This design comes from an exercise in tuning for small area on the open sky130 flow, not from production work.
At most, simulation tests tie the RTL to the original design; equivalence was not proved.
Only the layout flow was run in runs 1 and 2; the RTL was not checked for function there.
Power figures rest on the tool's default switching activity, not on a simulated workload.

## design/flow/run.sh

```bash
#!/bin/bash
# synth_recipe.tcl (not shown) runs the flow's synth.tcl, then flattens the netlist and writes it again
# the make line also repeats each setting of config.mk as NAME=value (left out here)
make -C /OpenROAD-flow-scripts/flow DESIGN_CONFIG=/design/flow/config.mk WORK_HOME=/design/flow/orfs CLKGATE_MAP_FILE= SYNTH_SCRIPT=/design/flow/synth_recipe.tcl finish
```

## design/flow/config.mk

```make
export PLATFORM = sky130hd
export DESIGN_NAME = mojo_top
export DESIGN_NICKNAME = mojo_top
export VERILOG_FILES = /design/flow/design.v
export SDC_FILE = /design/flow/constraint.sdc
export NUM_CORES = 4
export LEC_CHECK = 0
export CAP_MARGIN = 20
export CORE_MARGIN = 2
export CORE_UTILIZATION = 40
export SLEW_MARGIN = 20
```

## design/flow/constraint.sdc

```tcl
create_clock -name core_clock -period 10.0 [get_ports {clk}]
set_input_delay 2.0000 -clock core_clock [delete_from_list [all_inputs] [get_ports {clk}]]
set_output_delay 2.0000 -clock core_clock [all_outputs]
set_load 0.01 [all_outputs]
```

## design/flow/design.v

```verilog
module mojo_top(
    input clk,
    input rst_n,
    input cclk,
    output [7:0] led,
    input button,
    input uart_rx,
    output uart_tx,
    output pwmSignal_1,
    output pwmSignal_2,
    output pwmSignal_3,
    output pwmSignal_4
    );
wire rst = ~rst_n;
reg [19:0] ctr;
always @(posedge clk)
    if (rst) ctr <= 20'hF5B08;                  
    else ctr <= ctr + 1'b1;
wire tick = ~rst & (ctr[18:0] == 19'h35B07);    
wire [2:0] ph = ctr[2:0];
wire ph0 = (ph == 3'd0);
wire ph7 = (ph == 3'd7);
wire g8 = (ctr[7:0] == 8'd8);                   
wire mbit = ctr[4'd8 + ph];
wire pw_set = g8 & (ctr[19:8] == 12'hF5B);      
wire pw_clr = g8 & (ctr[19:16] == 4'd0);
reg rx_q;
reg [3:0] rn;
reg [12:0] rctr;
reg [3:0] nib;      
reg [3:0] motor;    
wire r_idle = rn[3] & rn[1];
wire r_high = rn[3] & ~rn[1] & rn[0];
wire r_run  = ~rn[3] | ~rn[0];
wire r_term = rctr[12] & rctr[10] & rctr[6] & rctr[4] & rctr[2] & rctr[1] & rctr[0];  
wire r_smp  = r_run & r_term;
wire r_low  = ~rn[3] & (~rn[2] | (rn[1:0] == 2'b00));        
wire r_exp  = ~rn[3] & ~(rn[1] & rn[0]);                     
always @(posedge clk) begin
    rx_q <= uart_rx;
    if (rst | (r_high & rx_q)) rn <= 4'd15;
    else if (r_smp | (r_idle & ~rx_q)) rn <= rn + 1'b1;
    if (r_idle) rctr <= 13'd2603;
    else if (r_term) rctr <= 13'd0;
    else rctr <= rctr + 1'b1;
    if (r_smp) begin
        if (r_low) nib <= {rx_q, nib[3:1]};
        else if (rx_q != r_exp) begin
            nib[3] <= 1'b1;
            nib[0] <= 1'b1;
        end
    end
    if (rst) motor <= 4'd15;
    else if (r_high) motor <= nib;
end
reg [2:0] ledc;
reg hi;
assign led = {5'b00110, ledc};
always @(posedge clk)
    if (rst) begin
        ledc <= 3'd0; hi <= 1'b1;
    end else if (tick) begin
        case (motor)
        4'd0: begin ledc <= 3'd0; hi <= 1'b0; end
        4'd1: begin ledc <= 3'd1; hi <= 1'b0; end
        4'd2: begin ledc <= 3'd2; hi <= 1'b0; end
        4'd3: begin ledc <= 3'd3; hi <= 1'b0; end
        4'd4: begin ledc <= 3'd4; hi <= 1'b0; end
        4'd5: begin ledc <= 3'd1; hi <= 1'b1; end
        4'd6: begin ledc <= 3'd2; hi <= 1'b1; end
        4'd7: begin ledc <= 3'd3; hi <= 1'b1; end
        4'd8: begin ledc <= 3'd4; hi <= 1'b1; end
        default: begin ledc <= 3'd0; hi <= 1'b1; end
        endcase
    end
wire active = |ledc;
wire dflt = hi & ~active;
wire up = ledc[0];
wire [1:0] sel = {hi, ledc[2] | (ledc[1] & ledc[0])};
reg upd;                   
always @(posedge clk)
    upd <= rst | tick | (upd & ~(wpass & ph7));
wire win   = upd & (ctr[7:4] == 4'd1);
wire cpass = win & ~ctr[3];                    
wire wpass = win & ctr[3];                     
reg [7:0] r1, r2, r3, r4;                      
reg limbit;
always @(*) begin
    case ({sel, up})
    3'b001: limbit = 1'b1;                     
    3'b000: limbit = (ph == 3'd0);             
    3'b011: limbit = (ph == 3'd3) | (ph == 3'd6) | (ph == 3'd7);   
    3'b010: limbit = (ph == 3'd0) | (ph == 3'd1) | (ph == 3'd5);   
    3'b101: limbit = (ph == 3'd2) | (ph == 3'd4) | (ph == 3'd5) | (ph == 3'd7);  
    3'b100: limbit = (ph == 3'd1) | (ph == 3'd2) | (ph == 3'd6);   
    3'b111: limbit = (ph == 3'd1) | (ph == 3'd2) | (ph == 3'd3) | (ph == 3'd4) | (ph == 3'd5) | (ph == 3'd7);  
    default: limbit = (ph == 3'd3) | (ph == 3'd4) | (ph == 3'd5) | (ph == 3'd6);  
    endcase
end
reg rsel;
always @(*)
    case (sel)
    2'd0: rsel = r1[0];
    2'd1: rsel = r2[0];
    2'd2: rsel = r3[0];
    default: rsel = r4[0];
    endcase
reg sat, cy;
always @(posedge clk) begin
    if (~wpass) sat <= (ph0 | sat) & (rsel == limbit);
    cy <= (ph0 | cy) & (rsel == up);
end
wire nbit = rsel ^ ((ph0 | cy) & ~sat);
wire wr   = wpass & active;
wire dw   = wpass & dflt;
always @(posedge clk) begin
    r1 <= {dw ? ph7 : (wr & sel == 2'd0) ? nbit : r1[0], r1[7:1]};
    r2 <= {dw ? ph7 : (wr & sel == 2'd1) ? nbit : r2[0], r2[7:1]};
    r3 <= {dw ? ph7 : (wr & sel == 2'd2) ? nbit : r3[0], r3[7:1]};
    r4 <= {dw ? ph7 : (wr & sel == 2'd3) ? nbit : r4[0], r4[7:1]};
end
reg e1, e2, e3, e4;        
reg pw1, pw2, pw3, pw4;
always @(posedge clk) begin
    e1 <= (ph0 | e1) & (r1[0] == mbit);
    e2 <= (ph0 | e2) & (r2[0] == mbit);
    e3 <= (ph0 | e3) & (r3[0] == mbit);
    e4 <= (ph0 | e4) & (r4[0] == mbit);
    pw1 <= pw_set | (pw1 & ~(pw_clr & e1));
    pw2 <= pw_set | (pw2 & ~(pw_clr & e2));
    pw3 <= pw_set | (pw3 & ~(pw_clr & e3));
    pw4 <= pw_set | (pw4 & ~(pw_clr & e4));
end
assign pwmSignal_1 = pw1;
assign pwmSignal_2 = pw2;
assign pwmSignal_3 = pw3;
assign pwmSignal_4 = pw4;
reg [3:0] tn;
reg [12:0] tctr;
reg tx_q;
wire t_idle = tn[3] & tn[1];
wire t_stop = tn[3] & ~tn[1] & tn[0];
wire t_term = tctr[12] & tctr[10] & tctr[6] & tctr[4] & tctr[2] & tctr[1] & tctr[0];
reg t_bit;
always @(*)
    case (tn)
    4'd0, 4'd1, 4'd5, 4'd7, 4'd8: t_bit = 1'b0;
    default: t_bit = 1'b1;
    endcase
always @(posedge clk) begin
    if (rst | (t_stop & t_term)) tn <= 4'd15;
    else if (t_idle ? ~button : t_term) tn <= tn + 1'b1;
    if (t_idle | t_term) tctr <= 13'd0;
    else tctr <= tctr + 1'b1;
    if (rst) tx_q <= 1'b1;
    else tx_q <= t_bit;
end
assign uart_tx = tx_q;
endmodule
```

==> key figures, run 1 <==
Status
  – Status: timing/DRC/antenna clean

Power
  – Cell Pwr Density: ~200 nW/um^2
  – Part of the power in registers: 50.8%
  – Int Pwr: around 0.73 mW
  – Combinational Power Share: between 10 and 15%
  – Pwr Total: ~1.0 mW
  – Leak pwr: 1.87 nW
  – Sw Share: 27.6%
  – Net switching power: around 0.28 mW
  – Max IR drop VDD: 0.212 mV
  – Power share of the clock group: 34.7%

Synth
  – Number of flops mapped to enable cells by yosys: 5
  – Post-synth top area share: about 47%
  – Mapped Cells: between 400 and 500
  – Cell accounting for the most synthesized area: dfxtp_1
  – Synth async-reset ratio: 0%
  – Top cells by area, synth: dfxtp_1 47%, xnor2_1 5.2%, nand2_1 3.7%, ha_1 3.6%, edfxtp_1 3.3%
  – Register bit total from synthesis: 111
  – Sequential share of the synthesized area: between 50% and 60%
  – Distinct cells, synth: 52
  – Yosys warns: 1
  – Avg Inst Size Synth: about 9.6 sq um
  – Mapped cell area: approximately 4500 sq um
  – Top FF cell, synth: dfxtp_1

Die
  – Die Footprint: roughly 12,000 sq um
  – Starting Density: between 40 and 50%
  – Boundary pin count: 18
  – FP Rows: 38
  – Die X: roughly 110 microns
  – Core area: 10,900 sq um
  – Die Ht: about 110 microns

Critical path
  – Reg2Reg Depth: 7
  – CP endpoint kind: primary output
  – RR Endpoint: pw2$_DFF_P_
  – Arr. time, crit path: 1.44 ns
  – Critical Setup Path Class: reg -> out
  – Slowest stage delay, CP: around 0.60 ns
  – Critical path required time: approximately 8 ns
  – Reg2reg start: ctr[1]$_SDFF_PN0_
  – Crit-path max FO: 8
  – Critical-path top delay cell: clkdlybuf4s50_1
  – CP Cell Sequence: clkdlybuf4s50_1
  – Family with the most delay on the worst path: buffers and inverters
  – R2r setup slk: between 7 and 8 ns
  – WP buf/inv: 1
  – Worst setup SP type: register

Worst hold path
  – Hold_sp: r1[3]$_DFF_P_
  – Hold depth: 0
  – Worst min-delay path class: reg -> reg
  – Worst Hold End: r1[2]$_DFF_P_

STA
  – Max Slew Vio Count: 0
  – Final setup fails: 0
  – Worst-margin pin slew: roughly 0.73 ns
  – Slew margin rel.: 51.0%
  – F_max: between 0.2 and 0.3 GHz
  – TNS Setup: 0 ns
  – Worst hold slack: roughly 0.33 ns
  – Final Skew: around 0.0037 ns
  – RSZ-0062 raised after global routing: false
  – Tcrit/Tclk final: 34.4%
  – Minimum clock period: around 3.4 ns
  – Fin. Hold Viols: 0

Clocking
  – CTS H-tree lvls: 3
  – Num CTS Buffers: 9
  – Clock transition at path regs: 0.07 ns
  – # resized after CTS: 0
  – Worst-Skew Late Latency: 0.34 ns
  – Clock tree from TritonCTS: done
  – CTS root buf: clkbuf_16
  – Setup bufs post-CTS: 0
  – CTS Buffer Depth: 2
  – Hold_buf cts: 0
  – CTS Sinks: ~110

Cells and area
  – Area grow syn2layout: 11.0%
  – Diodes inserted: 0
  – Fin nets: just under 500
  – Layout Utilization: between 40 and 50%
  – Share of layout cells above drive strength 1: just over 6%
  – Design Area, Final: roughly 5000 sq um

Routing
  – Via density: 5.00
  – Final WL: around 7400 microns
  – Detailed router's first-iteration violation count: 114
  – Wire per inst: 11.9 microns
  – Drt pass-1 iters: 4
  – Drc violations: 0
  – Routed Antenna Nets: 0
  – DR vias: slightly above 3,000

Global route
  – GRT Total Usage: between 10 and 15%
  – Initial antenna violation count: 0
  – GRT overflow: 0
  – Vias in the first global route: 2,974
  – Pin count of the biggest net entering global routing: 33
  – First-pass GRT wire length: about 13,000 microns

Placed design
  – Dpl hpwl: ~5100 microns
  – RePlAce Congestion: roughly 0.8
  – PortBufs: 11
  – Area after DPL: 4720 sq um

Run
  – Maxcap violations: 0
-- cell usage in the layout (no fill, tap or decap), drive strengths merged, types with 3 or more instances in the layout --
master | synthesis | final
clkbuf | 12 | 10
o21ai | 24 | 24
nand4 | 11 | 11
conb | 2 | 5
a21boi | 7 | 7
dfxtp | 106 | 106
edfxtp | 5 | 5
and3 | 9 | 9
nor2b | 5 | 5
inv | 21 | 23
clkinv | 0 | 3
a21oi | 11 | 11
nand2b | 4 | 4
o211ai | 5 | 5
nand2 | 44 | 44
or4 | 3 | 3
clkdlybuf4s50 | 0 | 10
or3 | 11 | 11
xor2 | 16 | 16
xnor2 | 27 | 27
ha | 13 | 13
and2 | 10 | 10
mux4 | 3 | 3
mux2i | 11 | 11
or2 | 4 | 4
nand3 | 23 | 23
nor3 | 13 | 13
a31oi | 5 | 5
nor2 | 40 | 40
-- cell families after synthesis --
family / synth area share [%]
AND/OR/NAND/NOR: 21.1
flip-flops: 50.2
AO/OA/AOI/OAI: 8.58
XOR/XNOR: 8.33
buffers and inverters: 3.85
multiplexers: 4.18
adder cells (fa/ha/maj): 3.60
other: 0.166
-- power groups by stage --
stage | clock (mW) | sequential [mW] | combinational, mW
3_5_place_dp | 0 | 0.525 | 0.147
3_3_place_gp | 0 | 0.524 | 0.144
6_report | 0.352 | 0.515 | 0.147
4_1_cts | 0.364 | 0.515 | 0.149
5_1_grt | 0.380 | 0.521 | 0.171
2_1_floorplan | 0 | 0.516 | 0.125
-- state kept, by name (all words and copies together), names as in the netlist, 3 cells and up --
register / count
nib: 4
rn: 4
r2: 8
motor: 4
tn: 4
r3: 8
tctr: 13
r1: 8
r4: 8
ctr: 20
ledc: 3
rctr: 13
-- worst max path at each step --
stage	from	to	slack [ns]	depth (start not counted)
floorplan	button	tn[2]$_SDFFE_PP1P_	7.45	3
global placement	rst_n	rn[1]$_SDFFE_PP1P_	6.08	3
detailed placement	rst_n	rn[1]$_SDFFE_PP1P_	6.04	3
CTS	rst_n	rn[1]$_SDFFE_PP1P_	6.41	3
global route	ledc[0]$_SDFFE_PN0P_	led[0]	6.49	1
finish	ledc[0]$_SDFFE_PN0P_	led[0]	6.56	1
-- synth_stat cells, drive strengths merged (2+ instances only) --
| cell | instances |
|---|---|
| nand3 | 23 |
| and2 | 10 |
| a21oi | 11 |
| and3 | 9 |
| a311oi | 2 |
| nor2b | 5 |
| edfxtp | 5 |
| or2 | 4 |
| buf | 7 |
| mux4 | 3 |
| nor3 | 13 |
| o21bai | 2 |
| dfxtp | 106 |
| nor2 | 40 |
| clkbuf | 12 |
| nor3b | 2 |
| or3 | 11 |
| xor2 | 16 |
| nand2 | 44 |
| mux2i | 11 |
| xnor2 | 27 |
| o211ai | 5 |
| conb | 2 |
| o21ai | 24 |
| a21boi | 7 |
| ha | 13 |
| inv | 21 |
| or3b | 2 |
| or4 | 3 |
| nand4 | 11 |
| a31oi | 5 |
| nand2b | 4 |
-- layout make-up --
cell class                      instances  area (sq um)
Tap cell                              140           175
Sequential cell                       111          2270
Inverter                               21          78.8
Multi-Input combinational cell        325          2090
Fill cell                            1060          5920
Timing Repair Buffer                   11           105
Clock inverter                          6          50.0
Clock buffer                           10           250
-- layer usage --
metal | vias to the layer above | part of all wire, % | GRT usage [%]
li1 | 1624 | - | -
met1 | 1450 | 50 | 16.6
met2 | 35 | 45 | 22.3
met3 | 9 | 3.9 | 4.76
met4 | 0 | 1.2 | 3.75
met5 | - | 0 | 0
-- stage by stage --
stage | setup WS, ns | cells
3_3_place_gp | 6.08 | 608
5_1_grt | 6.49 | 624
4_1_cts | 6.41 | 624
2_1_floorplan | 7.45 | 476
6_report | 6.56 | 624
3_5_place_dp | 6.04 | 608
==> inputs of run 2 (changes only) <==
--- a/design/flow/config.mk
+++ b/design/flow/config.mk
@@ -7,2 +7,3 @@
 export LEC_CHECK = 0
+export ABC_AREA = 1
 export CAP_MARGIN = 20
==> key figures, run 2 <==
Routing
  – Via density: 4.79 (-4.1%)
  – Final WL: 8990 microns (+21%)
  – Highest metal layer with signal wires: met4
  – Routed Antenna Nets: 0 (unchanged)
  – Drc violations: 0 (unchanged)
  – Wire per inst: 11.1 microns (-6.6%)
  – Drt pass-1 iters: 4 (unchanged)
  – Met1 wire length: 4260 microns (+14%)
  – Metal3 WL: 356 microns (+22%)
  – Detailed router's first-iteration violation count: 171 (+50%)
  – DR vias: 3,866 (+24%)
  – Met2 WL: 4240 microns (+27%)

Die
  – Starting Density: 40.5% (-0.90 points)
  – Die Ht: 114 microns (+2.9%)
  – Core area: 11,900 sq um (+8.5%)
  – Boundary pin count: 18 (unchanged)
  – Die Footprint: 12,900 sq um (+5.9%)
  – Die X: 114 microns (+2.9%)
  – FP Rows: 40 (+5.3%)

Power
  – Leak pwr: 2.50 nW (+34%)
  – Net switching power: 0.292 mW (+4.2%)
  – Max IR drop VDD: 0.127 mV (-40%)
  – Int Pwr: 0.752 mW (+2.4%)
  – Combinational Power Share: 16.0% (+1.5 points)
  – Part of the power in registers: 50.3% (-0.5 points)
  – Sw Share: 28.0% (+0.36 points)
  – Cell Pwr Density: 195 nW/um^2 (-3.3%)
  – Pwr Total: 1.04 mW (+2.9%)
  – Power share of the clock group: 33.6% (-1.1 points)

Synth
  – Number of flops mapped to enable cells by yosys: 5 (unchanged)
  – Top cells by area, synth: dfxtp_1 44%, nand2_1 13%, inv_1 7.1%, nand3_1 5.0%, nor2_1 5.0%
  – Synth async-reset ratio: 0% (unchanged)
  – Most common cell in the netlist: nand2_1
  – Mapped cell area: 4800 sq um (+6.1%)
  – Yosys warns: 1 (unchanged)
  – Top FF cell, synth: dfxtp_1
  – Mapped Cells: 641 (+36%)
  – Post-synth top area share: 44.2% (-2.7 points)
  – Register bit total from synthesis: 111 (unchanged)
  – Avg Inst Size Synth: 7.49 sq um (-22%)
  – Sequential share of the synthesized area: 47.4% (-2.9 points)
  – Commonest cells in the netlist: 161 x nand2_1, 106 x dfxtp_1, 91 x inv_1, 64 x nor2_1, 48 x nand3_1
  – Cell accounting for the most synthesized area: dfxtp_1
  – Distinct cells, synth: 38 (-27%)

Global route
  – GRT Total Usage: 15.1% (+1.7 points)
  – First-pass GRT wire length: 15,800 microns (+21%)
  – Vias in the first global route: 3,611 (+21%)
  – Initial antenna violation count: 0 (unchanged)
  – GRT overflow: 0 (unchanged)
  – Pin count of the biggest net entering global routing: 24 (-27%)

Cells and area
  – Regs by FF count: ctr (20), rctr (13), tctr (13)
  – Most frequent cells in the layout: 161 x nand2_1, 106 x dfxtp_1, 91 x inv_1, 64 x nor2_1, 48 x nand3_1
  – Diodes inserted: 0 (unchanged)
  – Design Area, Final: 5340 sq um (+6.5%)
  – Finished Layout Cells: 807 (+29%)
  – Max reg flops: 20 (unchanged)
  – Largest Register: ctr
  – Layout Utilization: 45.1% (-0.84 points)
  – Commonest non-fill, non-tap cell in the layout: nand2_1
  – Area grow syn2layout: 11.4%
  – Share of layout cells above drive strength 1: 6.36% (+0.17 points)
  – Fin nets: 674 (+36%)

STA
  – F_max: 0.295 GHz (+1.4%)
  – Post-route setup slack: 6.61 ns (+0.0482 ns)
  – Final setup fails: 0 (unchanged)
  – RSZ-0062 raised after global routing: false
  – Max Slew Vio Count: 0 (unchanged)
  – Worst-margin pin slew: 0.965 ns (+0.232 ns)
  – Slew margin rel.: 35.3% (-16 points)
  – Minimum clock period: 3.39 ns (-0.0482 ns)
  – TNS Setup: 0 ns (unchanged)
  – Worst hold slack: 0.327 ns (-0.00126 ns)
  – Final Skew: 0.00770 ns (+0.00401 ns)
  – Tcrit/Tclk final: 33.9% (-0.48 points)
  – Fin. Hold Viols: 0 (unchanged)

Clocking
  – Clock tree from TritonCTS: done
  – CTS Sinks: 111 (unchanged)
  – Hold_buf cts: 0 (unchanged)
  – Clock transition at path regs: 0.07 ns (about the same)
  – CTS Buffer Depth: 2 (unchanged)
  – CTS H-tree lvls: 3 (unchanged)
  – # resized after CTS: 0 (unchanged)
  – Num CTS Buffers: 9 (unchanged)
  – Setup bufs post-CTS: 0 (unchanged)
  – CTS root buf: clkbuf_16
  – Worst-Skew Late Latency: 0.35 ns (about the same)

Worst hold path
  – Worst min-delay path class: reg -> reg
  – Hold depth: 0 (unchanged)
  – Hold_sp: r1[1]$_DFF_P_
  – Worst Hold End: r1[0]$_DFF_P_

Run
  – Maxcap violations: 0 (unchanged)

Placed design
  – Area after DPL: 5040 sq um (+6.8%)
  – Place WS: 6.54 ns (+0.502 ns)
  – RePlAce Congestion: 0.894 (+13%)
  – PortBufs: 11 (unchanged)
  – Dpl hpwl: 6580 microns (+30%)
  – DP Cell Count: 792 (+30%)

Critical path
  – CP Cell Sequence: clkdlybuf4s50_1
  – RR Endpoint: tn[0]$_SDFFE_PP1P_
  – Critical Setup Path Class: reg -> out
  – WP buf/inv: 1 (unchanged)
  – Arr. time, crit path: 1.39 ns (-0.05 ns)
  – Reg2Reg Depth: 5 (-2)
  – Family with the most delay on the worst path: buffers and inverters
  – CP endpoint kind: primary output
  – Crit-path max FO: 6 (-2)
  – Critical-path top delay cell: clkdlybuf4s50_1
  – Reg2reg start: tctr[6]$_SDFF_PP0_
  – Critical path required time: 8.00 ns (about the same)
  – Worst setup SP type: register
  – R2r setup slk: 8.04 ns (+0.25 ns)
  – Slowest stage delay, CP: 0.59 ns (about the same)

Status
  – Status: timing/DRC/antenna clean
run 2: layer usage:
metal | vias to the layer above | GRT usage, %
met5 | - | 0
met2 | 63 | 25.8
met1 | 1741 | 18.4
met3 | 11 | 4.94
li1 | 2051 | -
met4 | 0 | 4.31
run 2: worst max path at each step:
| stage | startpoint | to | cells after the start |
|---|---|---|---|
| 2_1_floorplan | rst_n | hi$_SDFFE_PN1P_ | 4 |
| 3_3_place_gp | rst_n | ledc[1]$_SDFFE_PN0P_ | 6 |
| 3_5_place_dp | rst_n | ctr[8]$_SDFF_PN1_ | 5 |
| 4_1_cts | ledc[2]$_SDFFE_PN0P_ | led[2] | 1 |
| 5_1_grt | ledc[2]$_SDFFE_PN0P_ | led[2] | 1 |
| 6_report | ledc[2]$_SDFFE_PN0P_ | led[2] | 1 |
run 2: logic make-up after synthesis:
kind of cell | after synthesis | synth area share, %
XOR/XNOR | 9 | 1.64
buffers and inverters | 104 | 8.71
flip-flops | 111 | 47.4
other | 2 | 0.157
AO/OA/AOI/OAI | 73 | 8.01
adder cells (fa/ha/maj) | 13 | 3.39
AND/OR/NAND/NOR | 329 | 30.7
run 2: final cells by class:
class | instances | area (sq um)
fill | 1160 | 6520
sequential | 111 | 2270
multi-input combinational | 429 | 2120
inverter | 93 | 349
clock buffer | 12 | 278
tap | 147 | 184
timing repair buffer | 12 | 118
clock inverter | 3 | 23.8
run 2: power groups by stage:
stage	clock [mW]	combinational (mW)	sequential [mW]
2_1_floorplan	0	0.138	0.527
3_3_place_gp	0	0.162	0.534
3_5_place_dp	0	0.167	0.536
4_1_cts	0.366	0.168	0.526
5_1_grt	0.382	0.199	0.532
6_report	0.351	0.167	0.525
==> inputs of run 3 (changes only) <==
--- a/design/flow/design.v
+++ b/design/flow/design.v
@@ -18,3 +18,4 @@
     else ctr <= ctr + 1'b1;
-wire tick = ~rst & (ctr[18:0] == 19'h35B07);    
+wire blk  = (ctr[17:8] == 10'h35B);
+wire tick = ~rst & ~ctr[18] & blk & (ctr[7:0] == 8'h07);   
 wire [2:0] ph = ctr[2:0];
@@ -24,4 +25,6 @@
 wire mbit = ctr[4'd8 + ph];
-wire pw_set = g8 & (ctr[19:8] == 12'hF5B);      
+wire pw_set = g8 & blk & ctr[19] & ctr[18];     
 wire pw_clr = g8 & (ctr[19:16] == 4'd0);
+localparam [12:0] CB = 13'd7782, CA = 13'd7718, CT = 13'd4245;
+localparam [12:0] CM = 13'b1111100111011;
 reg rx_q;
@@ -34,3 +37,3 @@
 wire r_run  = ~rn[3] | ~rn[0];
-wire r_term = rctr[12] & rctr[10] & rctr[6] & rctr[4] & rctr[2] & rctr[1] & rctr[0];  
+wire r_term = ((rctr ^ CT) & CM) == 13'd0;
 wire r_smp  = r_run & r_term;
@@ -42,5 +45,5 @@
     else if (r_smp | (r_idle & ~rx_q)) rn <= rn + 1'b1;
-    if (r_idle) rctr <= 13'd2603;
-    else if (r_term) rctr <= 13'd0;
-    else rctr <= rctr + 1'b1;
+    if (r_idle) rctr <= CA;
+    else if (r_term) rctr <= CB;
+    else rctr <= {rctr[0] ^ rctr[3], rctr[12:1]};
     if (r_smp) begin
@@ -79,8 +82,5 @@
 wire [1:0] sel = {hi, ledc[2] | (ledc[1] & ledc[0])};
-reg upd;                   
-always @(posedge clk)
-    upd <= rst | tick | (upd & ~(wpass & ph7));
-wire win   = upd & (ctr[7:4] == 4'd1);
-wire cpass = win & ~ctr[3];                    
-wire wpass = win & ctr[3];                     
+wire wblk  = blk & (~ctr[18] | ctr[19]);       
+wire cpass = wblk & (ctr[7:3] == 5'd3);        
+wire wpass = wblk & (ctr[7:3] == 5'd4);        
 reg [7:0] r1, r2, r3, r4;                      
@@ -107,9 +107,9 @@
     endcase
-reg sat, cy;
-always @(posedge clk) begin
-    if (~wpass) sat <= (ph0 | sat) & (rsel == limbit);
-    cy <= (ph0 | cy) & (rsel == up);
-end
-wire nbit = rsel ^ ((ph0 | cy) & ~sat);
-wire wr   = wpass & active;
+reg k;
+wire cin = ph0 ? ~k : k;
+always @(posedge clk)
+    if (cpass) k <= (ph0 | k) & (rsel == limbit);
+    else k <= cin & (rsel == up);
+wire nbit = rsel ^ cin;
+wire wr   = wpass & active & (~ctr[18] | ~ctr[19]);
 wire dw   = wpass & dflt;
@@ -142,3 +142,3 @@
 wire t_stop = tn[3] & ~tn[1] & tn[0];
-wire t_term = tctr[12] & tctr[10] & tctr[6] & tctr[4] & tctr[2] & tctr[1] & tctr[0];
+wire t_term = ((tctr ^ CT) & CM) == 13'd0;
 reg t_bit;
@@ -152,4 +152,4 @@
     else if (t_idle ? ~button : t_term) tn <= tn + 1'b1;
-    if (t_idle | t_term) tctr <= 13'd0;
-    else tctr <= tctr + 1'b1;
+    if (t_idle | t_term) tctr <= CB;
+    else tctr <= {tctr[0] ^ tctr[3], tctr[12:1]};
     if (rst) tx_q <= 1'b1;
--- a/design/flow/config.mk
+++ b/design/flow/config.mk
@@ -7,6 +7,5 @@
 export LEC_CHECK = 0
-export ABC_AREA = 1
 export CAP_MARGIN = 20
 export CORE_MARGIN = 2
-export CORE_UTILIZATION = 40
+export CORE_UTILIZATION = 65
 export SLEW_MARGIN = 20
==> key figures, run 3 <==
Status
  – Status: timing/DRC/antenna clean

Synth
  – Synth async-reset ratio: 0% (unchanged)
  – Post-synth top area share: 50.7% (+6.5 points)
  – Mapped cell area: 4140 sq um (-14%)
  – Most common cell in the netlist: dfxtp_1
  – Avg Inst Size Synth: 10.2 sq um (+36%)
  – Distinct cells, synth: 53 (+39%)
  – Number of flops mapped to enable cells by yosys: 4 (-1)
  – Sequential share of the synthesized area: 53.6% (+6.3 points)
  – Register bit total from synthesis: 109 (-1.8%)
  – Top FF cell, synth: dfxtp_1
  – Top cells by area, synth: dfxtp_1 51%, nand2_1 4.1%, xnor2_1 4.0%, ha_1 3.6%, edfxtp_1 2.9%
  – Yosys warns: 1 (unchanged)
  – Commonest cells in the netlist: 105 x dfxtp_1, 45 x nand2_1, 19 x xnor2_1, 18 x inv_1, 18 x nand2b_1
  – Mapped Cells: 408 (-36%)
  – Cell accounting for the most synthesized area: dfxtp_1

Routing
  – Drc violations: 0 (unchanged)
  – Via density: 5.38 (+12%)
  – Detailed router's first-iteration violation count: 107 (-37%)
  – DR vias: 2,679 (-31%)
  – Drt pass-1 iters: 4 (unchanged)
  – Final WL: 6690 microns (-26%)
  – Wire per inst: 13.4 microns (+21%)
  – Routed Antenna Nets: 0 (unchanged)

Critical path
  – Worst setup SP type: input port
  – R2r setup slk: 7.82 ns (-0.22 ns)
  – Crit-path max FO: 32 (+26)
  – Reg2reg start: ctr[0]$_SDFF_PN0_
  – Critical Setup Path Class: in -> reg
  – Slowest stage delay, CP: 0.52 ns (-0.07 ns)
  – CP Cell Sequence: clkdlybuf4s50_1 > buf_4 > nor4b_1 > nand4_2 > or4_1 > a21boi_1
  – CP endpoint kind: register
  – RR Endpoint: ctr[16]$_SDFF_PN1_
  – Reg2Reg Depth: 7 (+2)
  – Critical-path top delay cell: or4_1
  – Arr. time, crit path: 4.05 ns (+2.66 ns)
  – Family with the most delay on the worst path: simple AND/OR/NAND/NOR gates
  – WP buf/inv: 2 (+1)
  – Critical path required time: 10.31 ns (+2.31 ns)

Placed design
  – PortBufs: 11 (unchanged)
  – RePlAce Congestion: 0.845 (-5.5%)
  – Dpl hpwl: 4600 microns (-30%)
  – Area after DPL: 4280 sq um (-15%)

STA
  – Final setup fails: 0 (unchanged)
  – F_max: 0.267 GHz (-9.3%)
  – Worst-margin pin slew: 0.632 ns (-0.333 ns)
  – Max Slew Vio Count: 0 (unchanged)
  – Minimum clock period: 3.74 ns (+0.348 ns)
  – Tcrit/Tclk final: 37.4% (+3.5 points)
  – TNS Setup: 0 ns (unchanged)
  – RSZ-0062 raised after global routing: false
  – Fin. Hold Viols: 0 (unchanged)
  – Slew margin rel.: 56.7% (+21 points)
  – Final Skew: 0.00625 ns (-0.00146 ns)

Die
  – FP Rows: 29 (-28%)
  – Starting Density: 66.4% (+26 points)
  – Die Footprint: 7030 sq um (-45%)
  – Die X: 83.8 microns (-26%)
  – Core area: 6240 sq um (-47%)
  – Boundary pin count: 18 (unchanged)
  – Die Ht: 83.8 microns (-26%)

Run
  – Maxcap violations: 0 (unchanged)

Global route
  – Pin count of the biggest net entering global routing: 33 (+38%)
  – Vias in the first global route: 2,574 (-29%)
  – First-pass GRT wire length: 11,900 microns (-24%)
  – Initial antenna violation count: 0 (unchanged)
  – GRT overflow: 0 (unchanged)
  – GRT Total Usage: 21.3% (+6.1 points)

Cells and area
  – Share of layout cells above drive strength 1: 6.18% (-0.19 points)
  – Largest Register: ctr
  – Most frequent cells in the layout: 105 x dfxtp_1, 45 x nand2_1, 19 x xnor2_1, 18 x inv_1, 18 x nand2b_1
  – Regs by FF count: ctr (20), rctr (13), tctr (13)
  – Diodes inserted: 0 (unchanged)
  – Area grow syn2layout: 7.58%
  – Max reg flops: 20 (unchanged)
  – Design Area, Final: 4460 sq um (-17%)
  – Fin nets: 433 (-36%)
  – Commonest non-fill, non-tap cell in the layout: dfxtp_1

Power
  – Pwr Total: 0.969 mW (-7.2%)
  – Max IR drop VDD: 0.170 mV (+34%)
  – Leak pwr: 1.73 nW (-31%)
  – Cell Pwr Density: 217 nW/um^2 (+11%)

Clocking
  – Clock tree from TritonCTS: done
  – CTS Buffer Depth: 2 (unchanged)
  – Clock transition at path regs: 0.10 ns (+0.03 ns)
  – Num CTS Buffers: 9 (unchanged)
  – Setup bufs post-CTS: 0 (unchanged)
  – Hold_buf cts: 0 (unchanged)
  – CTS root buf: clkbuf_8
  – CTS H-tree lvls: 3 (unchanged)
  – # resized after CTS: 0 (unchanged)
  – CTS Sinks: 109 (-1.8%)
  – Worst-Skew Late Latency: 0.37 ns (+0.02 ns)

Worst hold path
  – Hold depth: 0 (unchanged)
  – Hold_sp: r1[2]$_DFF_P_
  – Worst min-delay path class: reg -> reg
  – Worst Hold End: r1[1]$_DFF_P_
## run 3: cell types whose count changed after synthesis, moves of 16 or more
cell      before  now
nand2_1      161   45
nand2b_1       0   18
nand3_1       48   16
inv_1         91   18
a21oi_1       30   12
and2_1         0   17
xnor2_1        3   19
nor2_1        64   11
## run 3: cell type report
type | instances | area (sq um)
Inverter | 18 | 67.6
Fill cell | 488 | 1780
Timing Repair Buffer | 12 | 118
Multi-Input combinational cell | 266 | 1770
Clock inverter | 7 | 57.6
Clock buffer | 9 | 124
Tap cell | 77 | 96.3
Sequential cell | 109 | 2220
## run 3: worst register-to-register path, cell delays in order (launching register included)
cell     delay (ns)
dfxtp_1        0.49
ha_1           0.37
nand2_1        0.11
or3_1          0.45
nor2_1         0.29
nand3_1        0.13
xor2_1         0.16
nand2_1        0.06
## run 3: power breakdown
group	total (mW)	leakage, nW	internal [mW]	switching [mW]
sequential	0.540	0.894	0.497	0.0435
clock	0.246	0.0926	0.0944	0.152
combinational	0.182	0.740	0.0854	0.0970
total	0.969	1.73	0.677	0.292
## run 3: worst max path at each step
stage | startpoint | endpoint | depth (start not counted) | slack [ns]
after global placement | rst_n | ledc[2]$_SDFFE_PN0P_ | 6 | 5.96
final | rst_n | ledc[2]$_SDFFE_PN0P_ | 6 | 6.26
after CTS | rst_n | ledc[2]$_SDFFE_PN0P_ | 6 | 6.28
after detailed placement | rst_n | ledc[2]$_SDFFE_PN0P_ | 6 | 5.90
after global routing | rst_n | ledc[2]$_SDFFE_PN0P_ | 6 | 6.12
after floorplan | rst_n | ledc[2]$_SDFFE_PN0P_ | 4 | 6.86
## run 3: cell families (layout without fill, tap and decap cells)
logic type | after synthesis | count (layout) | synth area share [%]
fa+ha+maj | 12 | 12 | 3.62
simple gates | 156 | 156 | 21.1
buf+inv | 36 | 46 | 3.87
xor+xnor | 30 | 30 | 6.34
flops | 109 | 109 | 53.6
mux | 10 | 10 | 3.44
other cells | 2 | 5 | 0.181
compound gates | 53 | 53 | 7.76
## run 3: metrics by stage
step	util (%)	instances	hold WS (ns)	worst slack, ns
floorplan	-	411	0.310	6.86
global placement	68.5	482	0.311	5.96
detailed placement	68.5	482	0.313	5.90
CTS	71.4	498	0.336	6.28
global route	71.4	498	0.336	6.12
finish	71.4	498	0.333	6.26
## run 3: metal layers
| metal | global-route usage, % | vias up | wire, microns |
|---|---|---|---|
| met4 | 9.38 | 0 | 129 |
| met5 | 0 | - | 0 |
| met3 | 5.44 | 11 | 182 |
| li1 | - | 1390 | - |
| met2 | 34.2 | 28 | 3120 |
| met1 | 27.1 | 1250 | 3250 |
==> inputs of run 4 (changes only) <==
--- a/design/flow/config.mk
+++ b/design/flow/config.mk
@@ -9,3 +9,3 @@
 export CORE_MARGIN = 2
-export CORE_UTILIZATION = 65
+export CORE_UTILIZATION = 40
 export SLEW_MARGIN = 20
==> key figures, run 4 <==
Global route
  – GRT Total Usage: 13.3% (-8.0 points)
  – GRT overflow: 0 (unchanged)
  – Vias in the first global route: 2,575 (+0.039%)
  – First-pass GRT wire length: 12,000 microns (+0.63%)
  – Initial antenna violation count: 0 (unchanged)
  – Pin count of the biggest net entering global routing: 33 (unchanged)

Critical path
  – Worst setup SP type: input port
  – Arr. time, crit path: 4.05 ns (about the same)
  – Reg2reg start: ctr[0]$_SDFF_PN0_
  – Reg2Reg Depth: 7 (unchanged)
  – Critical-path top delay cell: or4_1
  – R2r setup slk: 7.84 ns (+0.02 ns)
  – RR Endpoint: ctr[16]$_SDFF_PN1_
  – Critical Path Start: rst_n
  – Slowest stage delay, CP: 0.54 ns (+0.02 ns)
  – Crit-path max FO: 32 (unchanged)
  – CP endpoint kind: register
  – Critical Setup Path Class: in -> reg
  – CP Cell Sequence: clkdlybuf4s50_1 > buf_4 > nor4b_1 > nand4_2 > or4_1 > a21boi_1
  – Critical path required time: 10.30 ns (about the same)

Cells and area
  – Number of fill cells: 1,012 (+110%)
  – Fin nets: 433 (unchanged)
  – Most frequent cells in the layout: 105 x dfxtp_1, 45 x nand2_1, 19 x xnor2_1, 18 x inv_1, 18 x nand2b_1
  – Area grow syn2layout: 9.94%
  – Commonest non-fill, non-tap cell in the layout: dfxtp_1
  – Diodes inserted: 0 (unchanged)
  – Largest Register: ctr
  – Max reg flops: 20 (unchanged)
  – Share of layout cells above drive strength 1: 5.95% (-0.22 points)
  – Regs by FF count: ctr (20), rctr (13), tctr (13)

Worst hold path
  – Hold_sp: r3[1]$_DFF_P_
  – Hold depth: 0 (unchanged)
  – Worst min-delay path class: reg -> reg
  – Worst Hold End: r3[0]$_DFF_P_

Power
  – Cell Pwr Density: 218 nW/um^2 (+0.41%)
  – Power share of the clock group: 27.4% (+2.0 points)
  – Part of the power in registers: 54.3% (-1.5 points)
  – Pwr Total: 0.994 mW (+2.6%)
  – Int Pwr: 0.707 mW (+4.5%)
  – Leak pwr: 1.74 nW (+0.71%)
  – Sw Share: 28.8% (-1.3 points)
  – Net switching power: 0.287 mW (-1.9%)
  – Combinational Power Share: 18.3% (-0.5 points)
  – Max IR drop VDD: 0.124 mV (-27%)

Synth
  – Top FF cell, synth: dfxtp_1
  – Compound-Gate Fraction of Synth Area: 7.76% (unchanged)
  – Most common cell in the netlist: dfxtp_1
  – Synth async-reset ratio: 0% (unchanged)
  – Sequential share of the synthesized area: 53.6% (unchanged)
  – Post-synth top area share: 50.7% (unchanged)
  – Post-synthesis xor/xnor area fraction: 6.34% (unchanged)
  – Commonest cells in the netlist: 105 x dfxtp_1, 45 x nand2_1, 19 x xnor2_1, 18 x inv_1, 18 x nand2b_1
  – Number of flops mapped to enable cells by yosys: 4 (unchanged)
  – Mapped Cells: 408 (unchanged)
  – Top cells by area, synth: dfxtp_1 51%, nand2_1 4.1%, xnor2_1 4.0%, ha_1 3.6%, edfxtp_1 2.9%
  – Main combinational cell family by area after synthesis: simple AND/OR/NAND/NOR gates
  – Post-synthesis simple-gate area fraction: 21.1% (unchanged)
  – Post-synthesis mux area share: 3.44% (unchanged)
  – Post-synthesis adder-cell area fraction: 3.62% (unchanged)
  – Yosys warns: 1 (unchanged)
  – Mapped cell area: 4140 sq um (unchanged)
  – Distinct cells, synth: 53 (unchanged)
  – Cell accounting for the most synthesized area: dfxtp_1
  – Register bit total from synthesis: 109 (unchanged)
  – Avg Inst Size Synth: 10.2 sq um (unchanged)

Routing
  – Detailed router's first-iteration violation count: 107 (unchanged)
  – Final WL: 6810 microns (+1.8%)
  – Wire per inst: 12.3 microns (-8.8%)
  – Drt pass-1 iters: 4 (unchanged)
  – Drc violations: 0 (unchanged)
  – Via density: 4.94 (-8.2%)
  – Routed Antenna Nets: 0 (unchanged)
  – DR vias: 2,745 (+2.5%)

STA
  – Final Skew: 0.00816 ns (+0.00191 ns)
  – Max Slew Vio Count: 0 (unchanged)
  – F_max: 0.267 GHz (-0.29%)
  – RSZ-0062 raised after global routing: false
  – Final setup fails: 0 (unchanged)
  – Slew margin rel.: 59.1% (+2.4 points)
  – Minimum clock period: 3.75 ns (+0.0107 ns)
  – Fin. Hold Viols: 0 (unchanged)
  – Tcrit/Tclk final: 37.5% (+0.11 points)
  – TNS Setup: 0 ns (unchanged)
  – Worst-margin pin slew: 0.597 ns (-0.0349 ns)

Die
  – Die Footprint: 11,200 sq um (+59%)
  – Boundary pin count: 18 (unchanged)
  – Core area: 10,200 sq um (+63%)
  – FP Rows: 37 (+28%)
  – Die X: 106 microns (+26%)
  – Die Ht: 106 microns (+26%)
  – Starting Density: 40.7% (-26 points)

Status
  – Status: timing/DRC/antenna clean

Placed design
  – Dpl hpwl: 4730 microns (+2.8%)
  – PortBufs: 11 (unchanged)
  – RePlAce Congestion: 0.778 (-7.9%)

Clocking
  – Num CTS Buffers: 9 (unchanged)
  – Worst-Skew Late Latency: 0.36 ns (about the same)
  – Clock tree from TritonCTS: done
  – Clock transition at path regs: 0.10 ns (about the same)
  – Hold_buf cts: 0 (unchanged)
  – # resized after CTS: 0 (unchanged)
  – CTS root buf: clkbuf_8
  – Setup bufs post-CTS: 0 (unchanged)
  – CTS Sinks: 109 (unchanged)
  – CTS H-tree lvls: 3 (unchanged)
  – CTS Buffer Depth: 2 (unchanged)

Run
  – Maxcap violations: 0 (unchanged)
run 4: cell counts after synthesis:
No cell type changed its count.
run 4: logic make-up (layout without fill, tap and decap cells):
group           after synthesis  after routing
xor+xnor                     30             30
flops                       109            109
buf+inv                      36             45
mux                          10             10
compound gates               53             53
simple gates                156            156
fa+ha+maj                    12             12
other cells                   2              5
run 4: final cells by class:
type	instances	area (sq um)	area share (%)
sequential	109	2220	48.8
multi-input combinational	266	1770	38.9
tap	136	170	3.74
clock buffer	10	138	3.02
timing repair buffer	12	118	2.58
clock inverter	5	67.6	1.48
inverter	18	67.6	1.48
run 4: power by group through the flow:
stage	Combinational [mW]	Sequential [mW]	Clock (mW)
floorplan	0.159	0.533	0
global placement	0.177	0.549	0
detailed placement	0.184	0.549	0
CTS	0.184	0.540	0.287
global route	0.212	0.549	0.302
finish	0.182	0.540	0.272
run 4: how the worst max path moves through the flow:
stage,end,slack (ns),cells past startpoint
detailed placement,ledc[2]$_SDFFE_PN0P_,5.89,6
global route,ledc[2]$_SDFFE_PN0P_,6.07,6
finish,ledc[2]$_SDFFE_PN0P_,6.25,6
global placement,ledc[2]$_SDFFE_PN0P_,5.91,6
CTS,ledc[2]$_SDFFE_PN0P_,6.26,6
floorplan,ledc[2]$_SDFFE_PN0P_,6.86,4
run 4: metrics by stage:
step                hold slack, ns  instances  utilization, %  cell area, sq um  setup slack, ns
detailed placement           0.312        541            42.7              4350             5.89
global route                 0.330        556            44.7              4550             6.07
global placement             0.311        541            42.7              4350             5.91
finish                       0.325        556            44.7              4550             6.25
CTS                          0.319        556            44.7              4550             6.26
floorplan                    0.310        411               -              4150             6.86
run 4: layer usage:
metal | GRT usage [%] | part of all wire, % | wire, microns
met5 | 0 | 0 | 0
met4 | 3.95 | 1.2 | 79
met3 | 4.14 | 2.9 | 200
met2 | 21.0 | 45 | 3090
met1 | 17.5 | 50 | 3440
run 4: worst max-delay path, delay by kind of cell:
family	cells	cell delay, ns
AND/OR/NAND/NOR	3	1.15
buffers and inverters	2	0.74
AO/OA/AOI/OAI	1	0.14
==> inputs of run 5 (changes only) <==
==> design/flow/flow/run.sh (new file) <==
#!/bin/bash
# Layout flow: the standard synthesis, then the combinational logic is
# re-mapped by Yosys/ABC for area (the flip-flops, their names and cell types
# stay exactly as the standard synthesis made them), then the standard ORFS
# steps from floorplan to finish, with clock-tree and port-buffer options.
# Each tool writes its full output to a log file of its own in this folder.
set -euo pipefail
W=$(pwd)
R=$W/orfs/results/$FLOW_PLATFORM/mojo_top/base
LIB=$FLOW_HOME/platforms/$FLOW_PLATFORM/lib/sky130_fd_sc_hd__tt_025C_1v80.lib
YOSYS=$FLOW_HOME/../tools/install/yosys/bin/yosys
[[ -x $YOSYS ]] || YOSYS=yosys

# 1. standard synthesis
bash standard.sh synth > synth.log 2>&1

# 2. re-map the combinational logic
cp "$R/1_2_yosys.v" std_synth.v
python3 flow/genmodels.py "$LIB" comb_models.v > genmodels.log 2>&1
DU=$(sed 's/^/-dont_use /' flow/dont_use.txt | tr '\n' ' ')
best=""
for s in 1 2; do
  case $s in
    1) ABC="" ;;
    2) ABC="-script +strash;&get,-n;&fraig,-x;&put;dc2;strash;&get,-n;&dch,-f;&nf,-R,1000;&put" ;;
  esac
  cat > remap_$s.ys <<EOT
read_liberty -lib $LIB
read_verilog std_synth.v
hierarchy -top $FLOW_TOP
techmap -map comb_models.v
opt_expr
opt_clean -purge
techmap
opt_expr
opt_clean -purge
abc -liberty $LIB $DU $ABC
opt_clean -purge
setundef -zero
splitnets
opt_clean -purge
hilomap -singleton -hicell sky130_fd_sc_hd__conb_1 HI -locell sky130_fd_sc_hd__conb_1 LO
insbuf -buf sky130_fd_sc_hd__buf_4 A X
check -assert -mapped
tee -o remap_$s.stat stat -liberty $LIB
write_verilog -noattr -nohex -nodec remap_$s.v
EOT
  if "$YOSYS" -s remap_$s.ys > remap_$s.log 2>&1; then
    a=$(sed -n "s/.*Chip area for module .*: \([0-9.]*\).*/\1/p" remap_$s.stat)
    echo "script $s: area $a" >> remap.txt
    if [[ -z "$best" ]] || awk "BEGIN{exit !($a < $best_a)}"; then best=$s; best_a=$a; fi
  fi
done
# keep the re-mapped netlist only if it has exactly the standard synthesis's flip-flops
ffs() { grep -oE '^\s*sky130_fd_sc_hd__(dfxtp|edfxtp|dfrtp|dfstp|dfbbp|dfrbp|dfsbp|dfxbp|sdf[a-z]*|edf[a-z]*|df[a-z]*)_[0-9]+\s+\S+' "$1" | sed -E 's/\s+/ /g; s/^ //' | sort; }
if [[ -n "$best" ]] && [[ "$(ffs std_synth.v)" == "$(ffs remap_$best.v)" ]] && [[ $(ffs std_synth.v | wc -l) -gt 0 ]]; then
  echo "using script $best" >> remap.txt
  sleep 1
  cp remap_$best.v "$R/1_2_yosys.v"
else
  echo "keeping the standard netlist" >> remap.txt
fi

# 3. floorplan to finish
bash standard.sh \
  "CTS_ARGS=-sink_clustering_enable -repair_clock_nets -dont_use_dummy_load" \
  "BUFFER_PORTS_ARGS=-buffer_cell sky130_fd_sc_hd__buf_1" \
  finish > layout.log 2>&1
==> design/flow/flow/dont_use.txt (new file) <==
sky130_fd_sc_hd__probe_p_8
sky130_fd_sc_hd__probec_p_8
sky130_fd_sc_hd__lpflow_bleeder_1
sky130_fd_sc_hd__lpflow_clkbufkapwr_1
sky130_fd_sc_hd__lpflow_clkbufkapwr_16
sky130_fd_sc_hd__lpflow_clkbufkapwr_2
sky130_fd_sc_hd__lpflow_clkbufkapwr_4
sky130_fd_sc_hd__lpflow_clkbufkapwr_8
sky130_fd_sc_hd__lpflow_clkinvkapwr_1
sky130_fd_sc_hd__lpflow_clkinvkapwr_16
sky130_fd_sc_hd__lpflow_clkinvkapwr_2
sky130_fd_sc_hd__lpflow_clkinvkapwr_4
sky130_fd_sc_hd__lpflow_clkinvkapwr_8
sky130_fd_sc_hd__lpflow_decapkapwr_12
sky130_fd_sc_hd__lpflow_decapkapwr_3
sky130_fd_sc_hd__lpflow_decapkapwr_4
sky130_fd_sc_hd__lpflow_decapkapwr_6
sky130_fd_sc_hd__lpflow_decapkapwr_8
sky130_fd_sc_hd__lpflow_inputiso0n_1
sky130_fd_sc_hd__lpflow_inputiso0p_1
sky130_fd_sc_hd__lpflow_inputiso1n_1
sky130_fd_sc_hd__lpflow_inputiso1p_1
sky130_fd_sc_hd__lpflow_inputisolatch_1
sky130_fd_sc_hd__lpflow_isobufsrc_1
sky130_fd_sc_hd__lpflow_isobufsrc_16
sky130_fd_sc_hd__lpflow_isobufsrc_2
sky130_fd_sc_hd__lpflow_isobufsrc_4
sky130_fd_sc_hd__lpflow_isobufsrc_8
sky130_fd_sc_hd__lpflow_isobufsrckapwr_16
sky130_fd_sc_hd__lpflow_lsbuf_lh_hl_isowell_tap_1
sky130_fd_sc_hd__lpflow_lsbuf_lh_hl_isowell_tap_2
sky130_fd_sc_hd__lpflow_lsbuf_lh_hl_isowell_tap_4
sky130_fd_sc_hd__lpflow_lsbuf_lh_isowell_4
sky130_fd_sc_hd__lpflow_lsbuf_lh_isowell_tap_1
sky130_fd_sc_hd__lpflow_lsbuf_lh_isowell_tap_2
sky130_fd_sc_hd__lpflow_lsbuf_lh_isowell_tap_4
==> design/flow/flow/genmodels.py (new file) <==
# Writes a Verilog model (an assign per output) of every combinational cell
# of a liberty file, for Yosys to turn mapped cells back into logic.
# usage: python3 genmodels.py LIB OUT.v
import re,sys
lib=open(sys.argv[1]).read()
# split into cells
out=[]
for m in re.finditer(r'\n\s*cell\s*\(\s*"?(sky130_fd_sc_hd__\w+)"?\s*\)\s*\{', lib):
    name=m.group(1)
    start=m.end()
    # find matching brace
    depth=1; i=start
    while depth:
        c=lib[i]
        if c=='{': depth+=1
        elif c=='}': depth-=1
        i+=1
    body=lib[start:i]
    if re.search(r'\b(ff|latch|statetable)\s*\(', body): continue
    pins=[]
    for pm in re.finditer(r'\bpin\s*\(\s*"?(\w+)"?\s*\)\s*\{', body):
        pstart=pm.end(); d=1; j=pstart
        while d:
            c=body[j]
            if c=='{': d+=1
            elif c=='}': d-=1
            j+=1
        pb=body[pstart:j]
        dirm=re.search(r'direction\s*:\s*"?(\w+)"?', pb)
        fm=re.search(r'\bfunction\s*:\s*"([^"]*)"', pb)
        pins.append((pm.group(1), dirm.group(1) if dirm else None, fm.group(1) if fm else None))
    outs=[p for p in pins if p[1]=='output']
    ins=[p for p in pins if p[1]=='input']
    if not outs or any(o[2] is None for o in outs): continue
    def conv(f):
        f=f.replace('!','~')
        # juxtaposition AND: "A B" -> "A & B"
        f=re.sub(r'(\w|\))\s+(?=[\w(~])', r'\1 & ', f)
        return f
    ports=[p[0] for p in ins]+[o[0] for o in outs]
    s=f"module {name}({', '.join(ports)});\n"
    for p in ins: s+=f"  input {p[0]};\n"
    for o in outs: s+=f"  output {o[0]};\n  assign {o[0]} = {conv(o[2])};\n"
    s+="endmodule\n"
    out.append(s)
open(sys.argv[2],'w').write("\n".join(out))
print(len(out))
==> design/flow/standard.sh (new file) <==
#!/bin/bash
# synth_recipe.tcl (not shown) runs the flow's synth.tcl, then flattens the netlist and writes it again
# the make line also repeats each setting of config.mk as NAME=value (left out here)
make -C /OpenROAD-flow-scripts/flow DESIGN_CONFIG=/design/flow/config.mk WORK_HOME=/design/flow/orfs CLKGATE_MAP_FILE= SYNTH_SCRIPT=/design/flow/synth_recipe.tcl "${@:-finish}"
--- a/design/flow/config.mk
+++ b/design/flow/config.mk
@@ -9,3 +9,3 @@
 export CORE_MARGIN = 2
-export CORE_UTILIZATION = 40
+export CORE_UTILIZATION = 65
 export SLEW_MARGIN = 20
removed: design/flow/run.sh
==> key figures, run 5 <==
Clocking
  – Clock tree from TritonCTS: done
  – CTS root buf: clkbuf_8
  – # resized after CTS: 0 (unchanged)
  – CTS Buffer Depth: 2 (unchanged)
  – CTS H-tree lvls: 3 (unchanged)
  – Worst-Skew Late Latency: 0.36 ns (about the same)
  – Hold_buf cts: 0 (unchanged)
  – Clock transition at path regs: 0.11 ns (about the same)
  – Setup bufs post-CTS: 0 (unchanged)
  – Num CTS Buffers: 9 (unchanged)
  – CTS Sinks: 109 (unchanged)

Routing
  – Wire per inst: 13.3 microns (+8.9%)
  – Routed Antenna Nets: 0 (unchanged)
  – DR vias: 2,682 (-2.3%)
  – Final WL: 6350 microns (-6.7%)
  – Detailed router's first-iteration violation count: 174 (+63%)
  – Via density: 5.63 (+14%)
  – Drc violations: 0 (unchanged)
  – Drt pass-1 iters: 4 (unchanged)

STA
  – Max Slew Vio Count: 0 (unchanged)
  – RSZ-0062 raised after global routing: false
  – F_max: 0.327 GHz (+22%)
  – Final Skew: 0.0386 ns (+0.0305 ns)
  – Slew margin rel.: 37.0% (-22 points)
  – Fin. Hold Viols: 0 (unchanged)
  – TNS Setup: 0 ns (unchanged)
  – Minimum clock period: 3.06 ns (-0.689 ns)
  – Final setup fails: 0 (unchanged)
  – Worst-margin pin slew: 0.937 ns (+0.340 ns)
  – Tcrit/Tclk final: 30.6% (-6.9 points)

Global route
  – Initial antenna violation count: 0 (unchanged)
  – GRT Total Usage: 22.0% (+8.7 points)
  – GRT overflow: 0 (unchanged)
  – First-pass GRT wire length: 11,000 microns (-8.7%)
  – Vias in the first global route: 2,436 (-5.4%)
  – Pin count of the biggest net entering global routing: 33 (unchanged)

Critical path
  – Critical Setup Path Class: reg -> out
  – Reg2Reg Depth: 9 (+2)
  – Arr. time, crit path: 1.06 ns (-2.99 ns)
  – Worst setup SP type: register
  – Critical path required time: 8.00 ns (-2.30 ns)
  – WP buf/inv: 1 (-1)
  – Slowest stage delay, CP: 0.53 ns (about the same)
  – RR Endpoint: ctr[19]$_SDFF_PN1_
  – Family with the most delay on the worst path: flip-flops
  – R2r setup slk: 7.26 ns (-0.58 ns)
  – Critical Path Start: ledc[0]$_SDFFE_PN0P_
  – Reg2reg start: ctr[0]$_SDFF_PN0_
  – CP endpoint kind: primary output
  – Critical-path top delay cell: dfxtp_1
  – CP Cell Sequence: buf_1
  – Crit-path max FO: 9 (-72%)

Synth
  – Avg Inst Size Synth: 9.76 sq um (-3.8%)
  – Mapped cell area: 3770 sq um (-9.0%)
  – Mapped Cells: 386 (-5.4%)
  – Yosys warns: 1 (unchanged)

Die
  – Die Ht: 80.1 microns (-24%)
  – Starting Density: 68.0% (+27 points)
  – Die Footprint: 6420 sq um (-43%)
  – Boundary pin count: 18 (unchanged)
  – Core area: 5540 sq um (-46%)
  – FP Rows: 27 (-27%)
  – Die X: 80.1 microns (-24%)

Power
  – Combinational Power Share: 16.1% (-2.2 points)
  – Pwr Total: 0.880 mW (-11%)
  – Sw Share: 27.6% (-1.2 points)
  – Part of the power in registers: 60.9% (+6.6 points)
  – Max IR drop VDD: 0.183 mV (+48%)
  – Power share of the clock group: 23.0% (-4.4 points)
  – Leak pwr: 1.54 nW (-11%)
  – Net switching power: 0.243 mW (-15%)
  – Cell Pwr Density: 220 nW/um^2 (+0.92%)
  – Int Pwr: 0.637 mW (-9.9%)

Status
  – Status: timing/DRC/antenna clean

Worst hold path
  – Hold_sp: r1[6]$_DFF_P_
  – Worst min-delay path class: reg -> reg
  – Worst Hold End: r1[5]$_DFF_P_
  – Hold depth: 0 (unchanged)

Cells and area
  – Number of fill cells: 421 (-58%)
  – Fin nets: 411 (-5.1%)
  – Area grow syn2layout: 6.08%
  – Most frequent cells in the layout: 105 x dfxtp_1, 54 x nand2_1, 30 x o21ai_0, 23 x a21oi_1, 22 x nor2_1
  – Diodes inserted: 0 (unchanged)
  – Max reg flops: 20 (unchanged)
  – FF+latch area: 2220 sq um (unchanged)
  – Share of layout cells above drive strength 1: 2.72% (-3.2 points)
  – Commonest non-fill, non-tap cell in the layout: dfxtp_1
  – Area of the multi-input gates: 1480 sq um (-17%)
  – Regs by FF count: ctr (20), rctr (13), tctr (13)
  – Largest Register: ctr

Placed design
  – Dpl hpwl: 4470 microns (-5.5%)
  – RePlAce Congestion: 0.860 (+10%)
  – PortBufs: 11 (unchanged)

Run
  – Maxcap violations: 0 (unchanged)
## run 5: power groups by stage
stage / Combinational, mW / Sequential [mW] / Clock, mW
final: 0.141 / 0.537 / 0.202
after floorplan: 0.116 / 0.536 / 0
after global routing: 0.161 / 0.545 / 0.228
after global placement: 0.136 / 0.545 / 0
after CTS: 0.142 / 0.536 / 0.208
after detailed placement: 0.141 / 0.546 / 0
## run 5: layout make-up
cell class	count	area share (%)
inverter	10	0.939
multi-input combinational	264	36.9
sequential	109	55.6
clock buffer	9	3.10
tap	72	2.25
timing repair buffer	12	1.22
## run 5: routing by layer
| layer | part of all wire [%] | GRT usage [%] | vias to the layer above |
|---|---|---|---|
| li1 | - | - | 1379 |
| met1 | 49 | 29.9 | 1246 |
| met2 | 46 | 33.9 | 50 |
| met3 | 3.7 | 4.61 | 7 |
| met4 | 1.1 | 9.83 | 0 |
| met5 | 0 | 0 | - |
## run 5: worst max path at each step
| stage | to | cells past startpoint |
|---|---|---|
| final | led[0] | 1 |
| after global routing | led[0] | 1 |
| after detailed placement | hi$_SDFFE_PN1P_ | 7 |
| after floorplan | tn[3]$_SDFFE_PP1P_ | 5 |
| after global placement | hi$_SDFFE_PN1P_ | 7 |
| after CTS | led[0] | 1 |
## run 5: worst reg2reg max path, stage by stage (launching register included)
cell and delay, ns:
dfxtp_1 0.54, nand3_1 0.25, nor3_1 0.53, and3_1 0.35, and3_1 0.21, and2_0 0.25, and3_1 0.24, nand2_1 0.08
o21ai_0 0.16, a21o_1 0.09
## run 5: stage by stage
stage / setup WS (ns) / hold slack (ns) / cell area, sq um / instances / utilization (%)
6_report: 6.94 / 0.309 / 4000 / 476 / 72.2
5_1_grt: 6.87 / 0.310 / 4000 / 476 / 72.2
4_1_cts: 6.93 / 0.304 / 4000 / 476 / 72.2
3_5_place_dp: 6.82 / 0.314 / 3870 / 467 / 69.9
3_3_place_gp: 6.82 / 0.311 / 3870 / 467 / 69.9
2_1_floorplan: 7.17 / 0.310 / 3780 / 389 / -
==> inputs of run 6 (changes only) <==
--- a/design/flow/design.v
+++ b/design/flow/design.v
@@ -34,12 +34,12 @@
 reg [3:0] motor;    
-wire r_idle = rn[3] & rn[1];
-wire r_high = rn[3] & ~rn[1] & rn[0];
-wire r_run  = ~rn[3] | ~rn[0];
+wire r_idle = ~rn[3] & ~rn[2] & ~rn[0];
+wire r_high = rn[3] & rn[2];
+wire r_run  = ~r_idle & ~r_high;
 wire r_term = ((rctr ^ CT) & CM) == 13'd0;
 wire r_smp  = r_run & r_term;
-wire r_low  = ~rn[3] & (~rn[2] | (rn[1:0] == 2'b00));        
-wire r_exp  = ~rn[3] & ~(rn[1] & rn[0]);                     
+wire r_low  = ~rn[3];
+wire r_exp  = ~rn[1];
 always @(posedge clk) begin
     rx_q <= uart_rx;
-    if (rst | (r_high & rx_q)) rn <= 4'd15;
+    if (rst | (r_high & rx_q)) rn <= 4'd2;
     else if (r_smp | (r_idle & ~rx_q)) rn <= rn + 1'b1;
@@ -140,13 +140,8 @@
 reg tx_q;
-wire t_idle = tn[3] & tn[1];
-wire t_stop = tn[3] & ~tn[1] & tn[0];
+wire t_idle = (~tn[3] & tn[2]);
+wire t_stop = (~tn[3] & ~tn[2] & tn[0]);
 wire t_term = ((tctr ^ CT) & CM) == 13'd0;
-reg t_bit;
-always @(*)
-    case (tn)
-    4'd0, 4'd1, 4'd5, 4'd7, 4'd8: t_bit = 1'b0;
-    default: t_bit = 1'b1;
-    endcase
+wire t_bit = (~tn[3] & tn[0]) | (~tn[2] & tn[1]) | (tn[2] & ~tn[0]);
 always @(posedge clk) begin
-    if (rst | (t_stop & t_term)) tn <= 4'd15;
+    if (rst | (t_stop & t_term)) tn <= 4'd7;
     else if (t_idle ? ~button : t_term) tn <= tn + 1'b1;
--- a/design/flow/flow/run.sh
+++ b/design/flow/flow/run.sh
@@ -21,3 +21,3 @@
 best=""
-for s in 1 2; do
+for s in 1 2 3 4 5; do
   case $s in
@@ -25,2 +25,5 @@
     2) ABC="-script +strash;&get,-n;&fraig,-x;&put;dc2;strash;&get,-n;&dch,-f;&nf,-R,1000;&put" ;;
+    3) ABC="-script +strash;&get,-n;&fraig,-x;&put;dc2;dc2;strash;&get,-n;&dch,-f;&nf,-R,1000;&put;strash;&get,-n;&dch,-f;&nf,-R,1000;&put" ;;
+    4) ABC="-script +strash;&get,-n;&fraig,-x;&put;dc2;strash;dch,-f;amap;strash;&get,-n;&dch,-f;&nf,-R,1000;&put" ;;
+    5) ABC="-script +strash;dc2;&get,-n;&dch,-f;&nf,-R,1000;&put;mfs2;strash;&get,-n;&dch,-f;&nf,-R,1000;&put" ;;
   esac
==> key figures, run 6 <==
Routing
  – Drt pass-1 iters: 4 (unchanged)
  – Final WL: 6130 microns (-3.5%)
  – DR vias: 2,631 (-1.9%)
  – Routed Antenna Nets: 0 (unchanged)
  – Detailed router's first-iteration violation count: 105 (-40%)
  – Wire per inst: 12.9 microns (-3.5%)
  – Via density: 5.53 (-1.9%)
  – Drc violations: 0 (unchanged)

Power
  – Max IR drop VDD: 0.148 mV (-19%)
  – Leak pwr: 1.51 nW (-2.0%)
  – Pwr Total: 0.777 mW (-12%)
  – Cell Pwr Density: 197 nW/um^2 (-10%)

STA
  – Final Skew: 0.0351 ns (-0.00355 ns)
  – Max Slew Vio Count: 0 (unchanged)
  – RSZ-0062 raised after global routing: false
  – Worst-margin pin slew: 0.892 ns (-0.0452 ns)
  – Fin. Hold Viols: 0 (unchanged)
  – TNS Setup: 0 ns (unchanged)
  – Slew margin rel.: 40.1% (+3.0 points)
  – F_max: 0.308 GHz (-5.7%)
  – Minimum clock period: 3.25 ns (+0.184 ns)
  – Tcrit/Tclk final: 32.5% (+1.8 points)
  – Final setup fails: 0 (unchanged)

Synth
  – Avg Inst Size Synth: 9.60 sq um (-1.6%)
  – Mapped cell area: 3710 sq um (-1.6%)
  – Yosys warns: 1 (unchanged)
  – Mapped Cells: 386 (unchanged)

Global route
  – Vias in the first global route: 2,457 (+0.86%)
  – Initial antenna violation count: 0 (unchanged)
  – GRT Total Usage: 21.1% (-0.95 points)
  – First-pass GRT wire length: 10,500 microns (-4.2%)
  – Pin count of the biggest net entering global routing: 34 (+3.0%)
  – GRT overflow: 0 (unchanged)

Cells and area
  – Share of layout cells above drive strength 1: 2.72% (unchanged)
  – Regs by FF count: ctr (20), rctr (13), tctr (13)
  – Largest Register: ctr
  – Commonest non-fill, non-tap cell in the layout: dfxtp_1
  – Number of fill cells: 427 (+1.4%)
  – Max reg flops: 20 (unchanged)
  – Most frequent cells in the layout: 105 x dfxtp_1, 46 x nand2_1, 38 x nor2_1, 27 x o21ai_0, 26 x a21oi_1
  – Diodes inserted: 0 (unchanged)
  – Fin nets: 411 (unchanged)
  – Area grow syn2layout: 6.18% (about the same)

Critical path
  – CP endpoint kind: register
  – WP buf/inv: 0 (-1)
  – Slowest stage delay, CP: 0.52 ns (about the same)
  – CP Cell Sequence: and3_1 > and3_1 > and2_0 > and3_1 > and3_1 > nand2_1 > nor3_1 > and3_1 > nand3_1 > o21ai_0 > a21o_1
  – Worst setup SP type: register
  – Critical Setup Path Class: reg -> reg
  – Critical path required time: 10.27 ns (+2.27 ns)
  – Crit-path max FO: 11 (+2)
  – Worst path most repeated cell: and3_1
  – Arr. time, crit path: 3.52 ns (+2.46 ns)
  – Family with the most delay on the worst path: simple AND/OR/NAND/NOR gates
  – Critical-path top delay cell: dfxtp_1

Clocking
  – # resized after CTS: 0 (unchanged)
  – CTS Sinks: 109 (unchanged)
  – Setup bufs post-CTS: 0 (unchanged)
  – Clock transition at path regs: 0.10 ns (about the same)
  – Worst-Skew Late Latency: 0.36 ns (about the same)
  – Hold_buf cts: 0 (unchanged)
  – Num CTS Buffers: 9 (unchanged)
  – CTS root buf: clkbuf_8
  – Clock tree from TritonCTS: done
  – CTS H-tree lvls: 3 (unchanged)
  – CTS Buffer Depth: 2 (unchanged)

Die
  – Boundary pin count: 18 (unchanged)
  – Die Footprint: 6320 sq um (-1.6%)
  – Starting Density: 67.3% (-0.70 points)
  – Core area: 5510 sq um (-0.61%)
  – Die Ht: 79.5 microns (-0.78%)
  – Die X: 79.5 microns (-0.78%)
  – FP Rows: 27 (unchanged)

Placed design
  – Dpl hpwl: 4270 microns (-4.6%)
  – PortBufs: 11 (unchanged)
  – RePlAce Congestion: 0.823 (-4.3%)

Worst hold path
  – Worst min-delay path class: reg -> reg

Status
  – Status: timing/DRC/antenna clean

Run
  – Maxcap violations: 0 (unchanged)
## run 6: changes by cell type in the layout (fill, tap and decap cells not counted), sizes merged, moves of 4 or more
| cell | before | now |
|---|---|---|
| or3 | 3 | 11 |
| nor4 | 9 | 5 |
| xnor2 | 12 | 8 |
| nor2 | 22 | 38 |
| nand2b | 14 | 6 |
| nand2 | 54 | 46 |
## run 6: layout make-up
type                    instances  area [sq um]  share of cell area, %
well taps                      72          90.1                   2.29
flip-flops and latches        109          2220                   56.5
repair buffers                 13          56.3                   1.43
multi-input cells             264          1410                   35.8
clock buffers                   9           124                   3.15
inverters                       9          33.8                  0.858
## run 6: through the flow
stage / std cells / utilization, % / setup WS, ns / area (sq um) / hold WS [ns]
2_1_floorplan: 389 / - / 7.30 / 3720 / 0.310
3_3_place_gp: 467 / 69.2 / 6.78 / 3810 / 0.310
3_5_place_dp: 467 / 69.2 / 6.77 / 3810 / 0.312
4_1_cts: 476 / 71.5 / 6.77 / 3940 / 0.305
5_1_grt: 476 / 71.5 / 6.43 / 3940 / 0.301
6_report: 476 / 71.5 / 6.75 / 3940 / 0.301
## run 6: path summary, 6_finish.rpt
check | start | endpoint | slack (ns) | cells after the start
max | ctr[0]$_SDFF_PN0_ | ctr[19]$_SDFF_PN1_ | 6.75 | 11
min | r1[4]$_DFF_P_ | r1[3]$_DFF_P_ | 0.30 | 0
max reg2reg | ctr[0]$_SDFF_PN0_ | ctr[19]$_SDFF_PN1_ | 6.75 | 11
min reg2reg | r1[4]$_DFF_P_ | r1[3]$_DFF_P_ | 0.30 | 0
## run 6: power by group
part           switching, mW  internal [mW]  total, mW
logic                 0.0457         0.0375     0.0832
registers             0.0224          0.471      0.493
clock network          0.120         0.0811      0.201
total                  0.188          0.589      0.777
## run 6: worst register-to-register path, stage by stage (launching register included)
cell,delay [ns]
dfxtp_1,0.52
and3_1,0.36
and3_1,0.23
and2_0,0.25
and3_1,0.29
and3_1,0.25
nand2_1,0.12
nor3_1,0.42
and3_1,0.31
nand3_1,0.14
o21ai_0,0.19
a21o_1,0.10
## run 6: per-layer routing
metal	wire length [microns]	up-vias	GRT usage [%]
li1	-	1375	-
met1	2880	1202	24.9
met2	2920	47	36.8
met3	244	7	6.11
met4	88	0	6.72
met5	0	-	0

Re-timed with assumed drivers on the ports (clkbuf_16 on the clock, buf_2 on other inputs), run 6 has 6.754 ns of setup slack against 6.754 ns with ideal ports, and 6.751 ns once port delays also move by the mid clock arrival of 0.371 ns.
